What follows belongs to an exercise in optimizing a design on an open flow for a short achievable clock period and few clock cycles; a production flow would make more cautious choices.
In this exercise RTL edits were held to simulation tests only and were not proved equivalent to the original.
Power figures rest on the tool's default switching activity, not on a simulated workload.

==> trial 33 <==
==> flow/design.v <==
`timescale 1ns/1ps
module black_bean(
    clk,
    rst_n,
    IO_MEM_R_DATA,
    IO_MEM_W_DATA,
    IO_MEM_ADDR,
    IO_MEM_R_EN,
    IO_MEM_W_EN
);
input clk, rst_n;
input  [7:0] IO_MEM_R_DATA;
output [7:0] IO_MEM_W_DATA;
output [7:0] IO_MEM_ADDR;
output       IO_MEM_R_EN;
output       IO_MEM_W_EN;
reg [7:0] ar, dr0, dr1, dr2, cr;
reg [7:0] ir;
reg       ir_v;      
reg [7:0] ir_pcx;    
reg       ir_sk;     
reg       ir_jc;     
reg       ir_ih;     
reg [7:0] ir_iv;
reg       ph;        
reg [7:0] ir2;
reg       ir2_v;
reg [7:0] ir2_a;     
reg [7:0] addr_q, wdata_q;
reg       wen_q;
reg       halted;
assign IO_MEM_R_EN   = 1'b1;
assign IO_MEM_ADDR   = addr_q;
assign IO_MEM_W_DATA = wdata_q;
assign IO_MEM_W_EN   = wen_q;
wire [7:0] rd = IO_MEM_R_DATA;
wire [7:0] fa = addr_q;         
reg  [8:0] sum;
reg        lt, eq, gt;
reg        alu_stale;
reg  [7:0] re;
always @(*) begin
    case (cr)
        8'h11: re = sum[7:0];
        8'h01: re = lt ? 8'h3c : eq ? 8'h3d : 8'h3e;
        8'h10: re = eq ? ar : ir_pcx;
        default: re = 8'h00;
    endcase
end
wire [7:0] ad = (cr == 8'h11) ? {7'd0, sum[8]} : 8'h00;
reg br_hold;   
always @(*) begin
    case (cr)
        8'h01: br_hold = lt;
        8'h02: br_hold = eq;
        8'h03: br_hold = gt;
        8'h04: br_hold = !lt;
        8'h05: br_hold = !eq;
        8'h06: br_hold = !gt;
        default: br_hold = 1'b1;
    endcase
end
wire [7:0] br = br_hold ? ir_pcx : ar;
localparam NIC = 8;
reg  [7:0] ic_tag [0:NIC-1];    
reg  [7:0] ic_op  [0:NIC-1];    
reg  [7:0] ic_val [0:NIC-1];
reg  [NIC-1:0] ic_v;
reg  [2:0] ic_rr;               
reg        ins_v;               
reg  [7:0] ins_tag, ins_val;
reg        hit_f, hit_2;
reg  [7:0] hv_f, hv_2;
integer ie;
always @(*) begin
    hit_f = 1'b0; hv_f = 8'h00;
    hit_2 = 1'b0; hv_2 = 8'h00;
    for (ie = 0; ie < NIC; ie = ie + 1) begin
        if (ic_v[ie] && ic_op[ie] == fa) begin
            hit_f = 1'b1;
            hv_f  = hv_f | ic_val[ie];
        end
        if (ic_v[ie] && ic_op[ie] == ir2_a) begin
            hit_2 = 1'b1;
            hv_2  = hv_2 | ic_val[ie];
        end
    end
end
wire [3:0] s = ir[7:4];
wire [3:0] t = ir[3:0];
wire s_c    = (s == 4'hc);
wire s_d    = (s == 4'hd);
wire t_c    = (t == 4'hc);
wire t_mem  = (t == 4'hc) || (t == 4'hd);
wire t_reg  = (t != 4'h0) && (t[3] == 1'b0);    
wire i_halt = (ir == 8'h00);
wire is_br  = (s == 4'h6) && (t == 4'h2);
wire stall  = alu_stale && ((s == 4'h8) || (s == 4'h9) || is_br);
wire i_load = s_d && t_reg;                      
wire i_wr   = t_mem;                             
wire i_imm  = s_c && t_reg && !ir_ih;            
wire [7:0] npc = s_c ? ir_pcx + 8'd1 : ir_pcx;   
wire [7:0] imm = ir_ih ? ir_iv : rd;
reg [7:0] v;   
always @(*) begin
    case (s)
        4'h1: v = ir;
        4'h2: v = ir_pcx;
        4'h3: v = ar;
        4'h4: v = (t == 4'h4) ? dr0 + 8'd1 : dr0;
        4'h5: v = dr1;
        4'h6: v = (t == 4'h2) ? br : cr;
        4'h7: v = dr2;
        4'h8: v = re;
        4'h9: v = ad;
        4'hc: v = imm;
        default: v = 8'h00;
    endcase
end
wire [7:0] wv = (s[3:2] == 2'b11) ? 8'h00 : v;   
wire run    = !halted && !ph && ir_v && !stall && !i_halt;
wire go_b   = run && (i_load || i_wr);           
wire go_a   = run && !(i_load || i_wr);          
wire jump   = (t == 4'h2) && !(is_br && br_hold) && !ir_jc;
wire a_jump = go_a && jump;
wire a_irx  = go_a && (t == 4'h1);
wire a_imm  = go_a && i_imm && !jump && (t != 4'h1);    
wire a_seq  = go_a && !jump && (t != 4'h1) && !i_imm &&
              !(s_c && !ir_sk);                   
wire a_skp  = go_a && !jump && (t != 4'h1) && !i_imm && (s_c && !ir_sk);
wire b_ld   = ph && !wen_q;
wire b_wr   = ph && wen_q;
wire b_jump = b_ld && (t == 4'h2);
wire b_irx  = b_ld && (t == 4'h1);
wire b_next = ph && !b_jump && !b_irx;
wire i2_ok  = ir2_v && !(b_wr && fa == ir2_a);   
wire [7:0] ir2_a1 = ir2_a + 8'd1;
wire hit_2ok = hit_2 && !(b_wr && fa == ir2_a1);
wire bubble = !halted && !ph && !ir_v;
wire fetch  = bubble || a_seq;
wire xfer   = b_next && i2_ok;
wire refetch = b_next && !i2_ok;
wire [7:0] nb  = xfer ? ir2 : rd;
wire [7:0] na  = xfer ? ir2_a : fa;
wire       nh  = xfer ? hit_2ok : hit_f;
wire [7:0] nhv = xfer ? hv_2 : hv_f;
wire n_sc  = (nb[7:4] == 4'hc);
wire n_tr  = (nb[3:0] != 4'h0) && (nb[3] == 1'b0);
wire n_sk  = n_sc && (!n_tr || nh);
wire n_jc  = n_sc && (nb[3:0] == 4'h2) && nh;
wire [7:0] na1 = xfer ? ir2_a1 : fa + 8'd1;
wire [7:0] na2 = xfer ? ir2_a + 8'd2 : fa + 8'd2;
wire [7:0] jtarget = s_c ? imm : v;
always @(posedge clk) begin
    sum <= {1'b0, dr0} + {1'b0, dr1};
    lt  <= dr0 < dr1;
    eq  <= dr0 == dr1;
    gt  <= dr0 > dr1;
    if (!rst_n) begin
        ar <= 8'h00; dr0 <= 8'h00; dr1 <= 8'h00; dr2 <= 8'h00; cr <= 8'h00;
        ir_v    <= 1'b0;
        ph      <= 1'b0;
        ir2_v   <= 1'b0;
        addr_q  <= 8'h00;
        wen_q   <= 1'b0;
        halted  <= 1'b0;
        alu_stale <= 1'b1;
        ic_v    <= {NIC{1'b0}};
        ic_rr   <= 3'd0;
        ins_v   <= 1'b0;
    end else begin
        alu_stale <= 1'b0;
        if (go_a && t_reg) begin
            if (t == 4'h3) ar  <= v;
            if (t == 4'h4) dr0 <= v;
            if (t == 4'h5) dr1 <= v;
            if (t == 4'h6) cr  <= v;
            if (t == 4'h7) dr2 <= v;
            alu_stale <= (t == 4'h4) || (t == 4'h5);
        end
        if (b_ld) begin
            if (t == 4'h3) ar  <= rd;
            if (t == 4'h4) dr0 <= rd;
            if (t == 4'h5) dr1 <= rd;
            if (t == 4'h6) cr  <= rd;
            if (t == 4'h7) dr2 <= rd;
            alu_stale <= (t == 4'h4) || (t == 4'h5);
        end
        if (run && i_halt)
            halted <= 1'b1;
        if (!halted && !ph && ir_v && !stall && i_halt)
            halted <= 1'b1;
        ins_v   <= !halted && !ph && ir_v && i_imm;
        ins_tag <= fa;
        ins_val <= rd;
        if (ins_v) begin
            ic_tag[ic_rr] <= ins_tag;
            ic_op[ic_rr]  <= ins_tag - 8'd1;
            ic_val[ic_rr] <= ins_val;
            ic_v[ic_rr]   <= 1'b1;
            ic_rr         <= ic_rr + 3'd1;
        end
        if (b_wr) begin
            for (ie = 0; ie < NIC; ie = ie + 1)
                if (ic_tag[ie] == fa) ic_val[ie] <= wdata_q;
        end
        wen_q <= go_b && i_wr;
        ph    <= go_b;
        if (go_b) begin
            ir2    <= rd;
            ir2_a  <= npc;
            ir2_v  <= !(s_c && !ir_sk);
            wdata_q <= wv;
            addr_q <= i_load ? ar : (s_c || t_c) ? ir_pcx : ar;
        end
        if (fetch || xfer) begin
            ir     <= nb;
            ir_v   <= 1'b1;
            ir_pcx <= na1;
            ir_sk  <= n_sk;
            ir_jc  <= n_jc;
            ir_ih  <= nh;
            ir_iv  <= nhv;
            addr_q <= n_jc ? nhv : n_sk ? na2 : na1;
        end
        if (a_jump || b_jump) begin
            ir_v   <= 1'b0;
            addr_q <= b_jump ? rd : jtarget;
        end
        if (a_irx || b_irx) begin
            ir     <= b_irx ? rd : (s_c ? imm : v);
            ir_v   <= 1'b1;
            ir_pcx <= npc;
            ir_sk  <= 1'b0;
            ir_jc  <= 1'b0;
            ir_ih  <= 1'b0;
            addr_q <= npc;
        end
        if (a_imm || a_skp) begin
            ir_v   <= 1'b0;
            addr_q <= npc;
        end
        if (refetch) begin
            ir_v   <= 1'b0;
            addr_q <= ir2_a;
        end
    end
end
endmodule
==> flow/run.sh <==
#!/bin/bash
# synth_recipe.tcl (not shown) runs the flow's synth.tcl, then flattens the netlist and writes it again
# the make line also repeats each setting of config.mk as NAME=value (left out here)
make -C /OpenROAD-flow-scripts/flow DESIGN_CONFIG=/design/flow/config.mk WORK_HOME=/design/flow/orfs CLKGATE_MAP_FILE= SYNTH_SCRIPT=/design/flow/synth_recipe.tcl finish
==> flow/config.mk <==
export PLATFORM = sky130hd
export DESIGN_NAME = black_bean
export DESIGN_NICKNAME = black_bean
export VERILOG_FILES = /design/flow/design.v
export SDC_FILE = /design/flow/constraint.sdc
export NUM_CORES = 4
export LEC_CHECK = 0
export ABC_CLOCK_PERIOD_IN_PS = 1500
export CAP_MARGIN = 20
export CORE_MARGIN = 2
export CORE_UTILIZATION = 40
export SETUP_SLACK_MARGIN = 4
export SLEW_MARGIN = 20
export TNS_END_PERCENT = 100
==> flow/constraint.sdc <==
create_clock -name core_clock -period 5.5 [get_ports {clk}]
set_input_delay 1.1000 -clock core_clock [delete_from_list [all_inputs] [get_ports {clk}]]
set_output_delay 1.1000 -clock core_clock [all_outputs]
set_load 0.01 [all_outputs]
==> build 97 (differences from trial 33) <==
==> flow/design.v, changed modules only <==
module black_bean(
    clk,
    rst_n,
    IO_MEM_R_DATA,
    IO_MEM_W_DATA,
    IO_MEM_ADDR,
    IO_MEM_R_EN,
    IO_MEM_W_EN
);
input clk, rst_n;
input  [7:0] IO_MEM_R_DATA;
output [7:0] IO_MEM_W_DATA;
output [7:0] IO_MEM_ADDR;
output       IO_MEM_R_EN;
output       IO_MEM_W_EN;
reg [7:0] ar, dr0, dr1, dr2, cr;
reg [7:0] ir;
reg       ir_v;      
reg [7:0] ir_pcx;    
reg       ir_sk;     
reg       ir_jc;     
reg       ir_ih;     
reg [7:0] ir_iv;
reg       ph;        
reg [7:0] ir2;
reg       ir2_v;
reg [7:0] ir2_a;     
reg       ir2_h;     
reg [7:0] ir2_hv;
reg [7:0] addr_q, wdata_q;
reg       wen_q;
reg       halted;
assign IO_MEM_R_EN   = 1'b1;
assign IO_MEM_ADDR   = addr_q;
assign IO_MEM_W_DATA = wdata_q;
assign IO_MEM_W_EN   = wen_q;
wire [7:0] rd = IO_MEM_R_DATA;
wire [7:0] fa = addr_q;         
wire [7:0] fa1 = fa + 8'd1;
wire [7:0] fa_m1 = fa - 8'd1;
wire [7:0] ir2_a1 = ir2_a + 8'd1;
reg  [8:0] sum;
reg        lt, eq, gt;
reg        alu_stale;
reg        c_add, c_cmp, c_jc, c_lt, c_eq, c_gt, c_ge, c_ne, c_le;
wire [7:0] re = ({8{c_add}} & sum[7:0]) |
                ({8{c_cmp}} & (lt ? 8'h3c : eq ? 8'h3d : 8'h3e)) |
                ({8{c_jc}}  & (eq ? ar : ir_pcx));
wire [7:0] ad = {7'd0, c_add & sum[8]};
wire br_take = (c_lt & !lt) | (c_eq & !eq) | (c_gt & !gt) |
               (c_ge & lt)  | (c_ne & eq)  | (c_le & gt);
wire br_hold = !br_take;
wire [7:0] br = br_hold ? ir_pcx : ar;
wire [7:0] npc = (ir[7:4] == 4'hc) ? ir_pcx + 8'd1 : ir_pcx;
localparam NIC = 8;
reg  [7:0] ic_op  [0:NIC-1];    
reg  [7:0] ic_val [0:NIC-1];
reg  [NIC-1:0] ic_v;
reg  [2:0] ic_rr;               
reg        ins_v;               
reg  [7:0] ins_op, ins_val;
reg        hit_f, hit_2;
reg  [7:0] hv_f, hv_2;
integer ie;
always @(*) begin
    hit_f = 1'b0; hv_f = 8'h00;
    hit_2 = 1'b0; hv_2 = 8'h00;
    for (ie = 0; ie < NIC; ie = ie + 1) begin
        if (ic_v[ie] && ic_op[ie] == fa) begin
            hit_f = 1'b1;
            hv_f  = hv_f | ic_val[ie];
        end
        if (ic_v[ie] && ic_op[ie] == npc) begin
            hit_2 = 1'b1;
            hv_2  = hv_2 | ic_val[ie];
        end
    end
end
wire [3:0] s = ir[7:4];
wire [3:0] t = ir[3:0];
wire s_c    = (s == 4'hc);
wire s_d    = (s == 4'hd);
wire t_c    = (t == 4'hc);
wire t_mem  = (t == 4'hc) || (t == 4'hd);
wire t_reg  = (t != 4'h0) && (t[3] == 1'b0);    
wire i_halt = (ir == 8'h00);
wire is_br  = (s == 4'h6) && (t == 4'h2);
wire stall  = alu_stale && ((s == 4'h8) || (s == 4'h9) || is_br);
wire i_load = s_d && t_reg;                      
wire i_wr   = t_mem;                             
wire i_imm  = s_c && t_reg && !ir_ih;            
wire [7:0] imm = ir_ih ? ir_iv : rd;
reg [7:0] v;   
always @(*) begin
    case (s)
        4'h1: v = ir;
        4'h2: v = ir_pcx;
        4'h3: v = ar;
        4'h4: v = (t == 4'h4) ? dr0 + 8'd1 : dr0;
        4'h5: v = dr1;
        4'h6: v = (t == 4'h2) ? br : cr;
        4'h7: v = dr2;
        4'h8: v = re;
        4'h9: v = ad;
        4'hc: v = imm;
        default: v = 8'h00;
    endcase
end
wire [7:0] wv = (s[3:2] == 2'b11) ? 8'h00 : v;   
wire run    = !halted && !ph && ir_v && !stall && !i_halt;
wire go_b   = run && (i_load || i_wr);           
wire go_a   = run && !(i_load || i_wr);          
wire jump   = (t == 4'h2) && !(is_br && br_hold) && !ir_jc;
wire a_jump = go_a && jump;
wire a_irx  = go_a && (t == 4'h1);
wire a_imm  = go_a && i_imm && !jump && (t != 4'h1);    
wire a_seq  = go_a && !jump && (t != 4'h1) && !i_imm &&
              !(s_c && !ir_sk);                   
wire a_skp  = go_a && !jump && (t != 4'h1) && !i_imm && (s_c && !ir_sk);
wire b_ld   = ph && !wen_q;
wire b_wr   = ph && wen_q;
wire b_jump = b_ld && (t == 4'h2);
wire b_irx  = b_ld && (t == 4'h1);
wire b_next = ph && !b_jump && !b_irx;
wire i2_ok  = ir2_v && !(b_wr && fa == ir2_a);   
wire hit_2ok = ir2_h && !(b_wr && fa == ir2_a1);
wire bubble = !halted && !ph && !ir_v;
wire fetch  = bubble || a_seq;
wire xfer   = b_next && i2_ok;
wire refetch = b_next && !i2_ok;
wire [7:0] nb  = xfer ? ir2 : rd;
wire [7:0] na  = xfer ? ir2_a : fa;
wire       nh  = xfer ? hit_2ok : hit_f;
wire [7:0] nhv = xfer ? ir2_hv : hv_f;
wire n_sc  = (nb[7:4] == 4'hc);
wire n_tr  = (nb[3:0] != 4'h0) && (nb[3] == 1'b0);
wire n_sk  = n_sc && (!n_tr || nh);
wire n_jc  = n_sc && (nb[3:0] == 4'h2) && nh;
wire [7:0] na1 = xfer ? ir2_a1 : fa1;
wire [7:0] na2 = xfer ? ir2_a + 8'd2 : fa + 8'd2;
wire [7:0] jtarget = s_c ? imm : v;
wire cr_imm = go_a && (t == 4'h6) && s_c;
wire cr_ld  = b_ld && (t == 4'h6);
wire cr_reg = go_a && (t == 4'h6) && !s_c;
wire [7:0] crn = cr_imm ? imm : cr_ld ? rd : cr;
wire p_hold = br_hold;
wire w_cdd   = go_a && ((t == 4'h4) || (t == 4'h5) || (t == 4'h6));   
wire w_ar    = go_a && (t == 4'h3);
wire p_known = fetch && !w_cdd && !alu_stale;
wire [7:0] ar_next = w_ar ? v : ar;
wire p_take  = p_known && (rd == 8'h62) && !p_hold;
always @(posedge clk) begin
    sum <= {1'b0, dr0} + {1'b0, dr1};
    lt  <= dr0 < dr1;
    eq  <= dr0 == dr1;
    gt  <= dr0 > dr1;
    c_add <= crn == 8'h11;
    c_cmp <= crn == 8'h01;
    c_jc  <= crn == 8'h10;
    c_lt  <= crn == 8'h01;
    c_eq  <= crn == 8'h02;
    c_gt  <= crn == 8'h03;
    c_ge  <= crn == 8'h04;
    c_ne  <= crn == 8'h05;
    c_le  <= crn == 8'h06;
    if (!rst_n) begin
        ar <= 8'h00; dr0 <= 8'h00; dr1 <= 8'h00; dr2 <= 8'h00; cr <= 8'h00;
        ir_v    <= 1'b0;
        ph      <= 1'b0;
        ir2_v   <= 1'b0;
        addr_q  <= 8'h00;
        wen_q   <= 1'b0;
        halted  <= 1'b0;
        alu_stale <= 1'b1;
        ic_v    <= {NIC{1'b0}};
        ic_rr   <= 3'd0;
        ins_v   <= 1'b0;
    end else begin
        alu_stale <= 1'b0;
        if (go_a && t_reg) begin
            if (t == 4'h3) ar  <= v;
            if (t == 4'h4) dr0 <= v;
            if (t == 4'h5) dr1 <= v;
            if (t == 4'h6) cr  <= v;
            if (t == 4'h7) dr2 <= v;
            alu_stale <= (t == 4'h4) || (t == 4'h5) || cr_reg;
        end
        if (b_ld) begin
            if (t == 4'h3) ar  <= rd;
            if (t == 4'h4) dr0 <= rd;
            if (t == 4'h5) dr1 <= rd;
            if (t == 4'h6) cr  <= rd;
            if (t == 4'h7) dr2 <= rd;
            alu_stale <= (t == 4'h4) || (t == 4'h5);
        end
        if (run && i_halt)
            halted <= 1'b1;
        if (!halted && !ph && ir_v && !stall && i_halt)
            halted <= 1'b1;
        ins_v   <= !halted && !ph && ir_v && i_imm;
        ins_op  <= fa - 8'd1;
        ins_val <= rd;
        if (ins_v) begin
            ic_op[ic_rr]  <= ins_op;
            ic_val[ic_rr] <= ins_val;
            ic_v[ic_rr]   <= 1'b1;
            ic_rr         <= ic_rr + 3'd1;
        end
        if (b_wr) begin
            for (ie = 0; ie < NIC; ie = ie + 1)
                if (ic_op[ie] == fa_m1) ic_val[ie] <= wdata_q;
        end
        wen_q <= go_b && i_wr;
        ph    <= go_b;
        if (go_b) begin
            ir2    <= rd;
            ir2_a  <= npc;
            ir2_v  <= !(s_c && !ir_sk);
            ir2_h  <= hit_2;
            ir2_hv <= hv_2;
            wdata_q <= wv;
            addr_q <= i_load ? ar : (s_c || t_c) ? ir_pcx : ar;
        end
        if (fetch || xfer) begin
            ir     <= nb;
            ir_v   <= 1'b1;
            ir_pcx <= na1;
            ir_sk  <= n_sk;
            ir_jc  <= n_jc || p_take;
            ir_ih  <= nh;
            ir_iv  <= nhv;
            addr_q <= p_take ? ar_next : n_jc ? nhv : n_sk ? na2 : na1;
        end
        if (a_jump || b_jump) begin
            ir_v   <= 1'b0;
            addr_q <= b_jump ? rd : jtarget;
        end
        if (a_irx || b_irx) begin
            ir     <= b_irx ? rd : (s_c ? imm : v);
            ir_v   <= 1'b1;
            ir_pcx <= npc;
            ir_sk  <= 1'b0;
            ir_jc  <= 1'b0;
            ir_ih  <= 1'b0;
            addr_q <= npc;
        end
        if (a_imm || a_skp) begin
            ir_v   <= 1'b0;
            addr_q <= npc;
        end
        if (refetch) begin
            ir_v   <= 1'b0;
            addr_q <= ir2_a;
        end
    end
end
endmodule
==> trial 87 (differences from trial 33) <==
--- a/flow/design.v
+++ b/flow/design.v
@@ -152,4 +152,21 @@
 wire [7:0] na2 = xfer ? ir2_a + 8'd2 : fa + 8'd2;
 wire [7:0] jtarget = s_c ? imm : v;
+reg p_hold;
+always @(*) begin
+    case (cr)
+        8'h01: p_hold = dr0 < dr1;
+        8'h02: p_hold = dr0 == dr1;
+        8'h03: p_hold = dr0 > dr1;
+        8'h04: p_hold = !(dr0 < dr1);
+        8'h05: p_hold = dr0 != dr1;
+        8'h06: p_hold = !(dr0 > dr1);
+        default: p_hold = 1'b1;
+    endcase
+end
+wire w_cdd   = go_a && ((t == 4'h4) || (t == 4'h5) || (t == 4'h6));
+wire w_ar    = go_a && (t == 4'h3);
+wire p_known = fetch && !w_cdd;
+wire [7:0] ar_next = w_ar ? v : ar;
+wire p_take  = p_known && (rd == 8'h62) && !p_hold;
 always @(posedge clk) begin
     sum <= {1'b0, dr0} + {1'b0, dr1};
@@ -219,8 +236,8 @@
             ir_pcx <= na1;
             ir_sk  <= n_sk;
-            ir_jc  <= n_jc;
+            ir_jc  <= n_jc || p_take;
             ir_ih  <= nh;
             ir_iv  <= nhv;
-            addr_q <= n_jc ? nhv : n_sk ? na2 : na1;
+            addr_q <= p_take ? ar_next : n_jc ? nhv : n_sk ? na2 : na1;
         end
         if (a_jump || b_jump) begin
==> summary of the runs <==
Clock skew: build 97 is lower than trial 87 (0.0038 ns).
Clock power: trial 33 > trial 87 > build 97.
Sequential share of layout area: trial 33 > trial 87 > build 97.
Against trial 87, the register-to-register slack of build 97 is higher by 0.02 ns.
Of trial 33 and build 97, build 97 has the higher critical path depth (gap 2).
Between trial 33 and trial 87, the lower die area is in trial 33 (gap 1.8%, measured against trial 87).
Fmax: trial 33 < trial 87 < build 97.
Between build 97 and trial 87, the lower sequential power is in build 97 (gap 11%, measured against trial 87).
Between trial 87 and trial 33, the lower final cell count is in trial 33 (gap 3.2%, measured against trial 33).
Testbench counts of trial 33, summed over its fixed seeds: cycles 285,767.
Testbench counts of build 97, summed over its fixed seeds: cycles 272,325.
Testbench counts of trial 87, summed over its fixed seeds: cycles 271,563.

==> separate check: timing with driven ports <==
Ports are ideal in the flow. The routed layouts listed here were re-timed in OpenROAD. Step 1 (the two cells are an assumption about what drives the block):
set clk [get_ports {clk}]
set_driving_cell -lib_cell sky130_fd_sc_hd__clkbuf_16 $clk
set_driving_cell -lib_cell sky130_fd_sc_hd__buf_2 [delete_from_list [all_inputs] $clk]
Step 2 adds t to the input delays and takes it off the output delays; t is the mean of the earliest and latest rising clock arrival at the registers after step 1. Input paths then give back, and output paths get back, about the clock's delay inside the block. Three values: ideal, step 1, step 2; two values: the first two.
| run | t, ns | slack for setup (ns) | hold slack, ns | worst setup path after step 2 |
|---|---|---|---|---|
| trial 33 | 0.622 | 2.124 / 2.124 / 1.561 | 0.501 / 0.501 / 0.501 | input to register |
| build 97 | 0.627 | 2.266 / 2.266 / 1.963 | 0.527 / 0.527 / 0.527 | input to register |
| trial 87 | 0.623 | 2.246 / 2.246 / 1.856 | 0.513 / 0.513 / 0.513 | input to register |
After both steps setup and hold are still met in every run listed. For trial 33, which loses most, drivers alone change the setup slack by 0.000 ns; drivers and shift together by -0.563 ns.
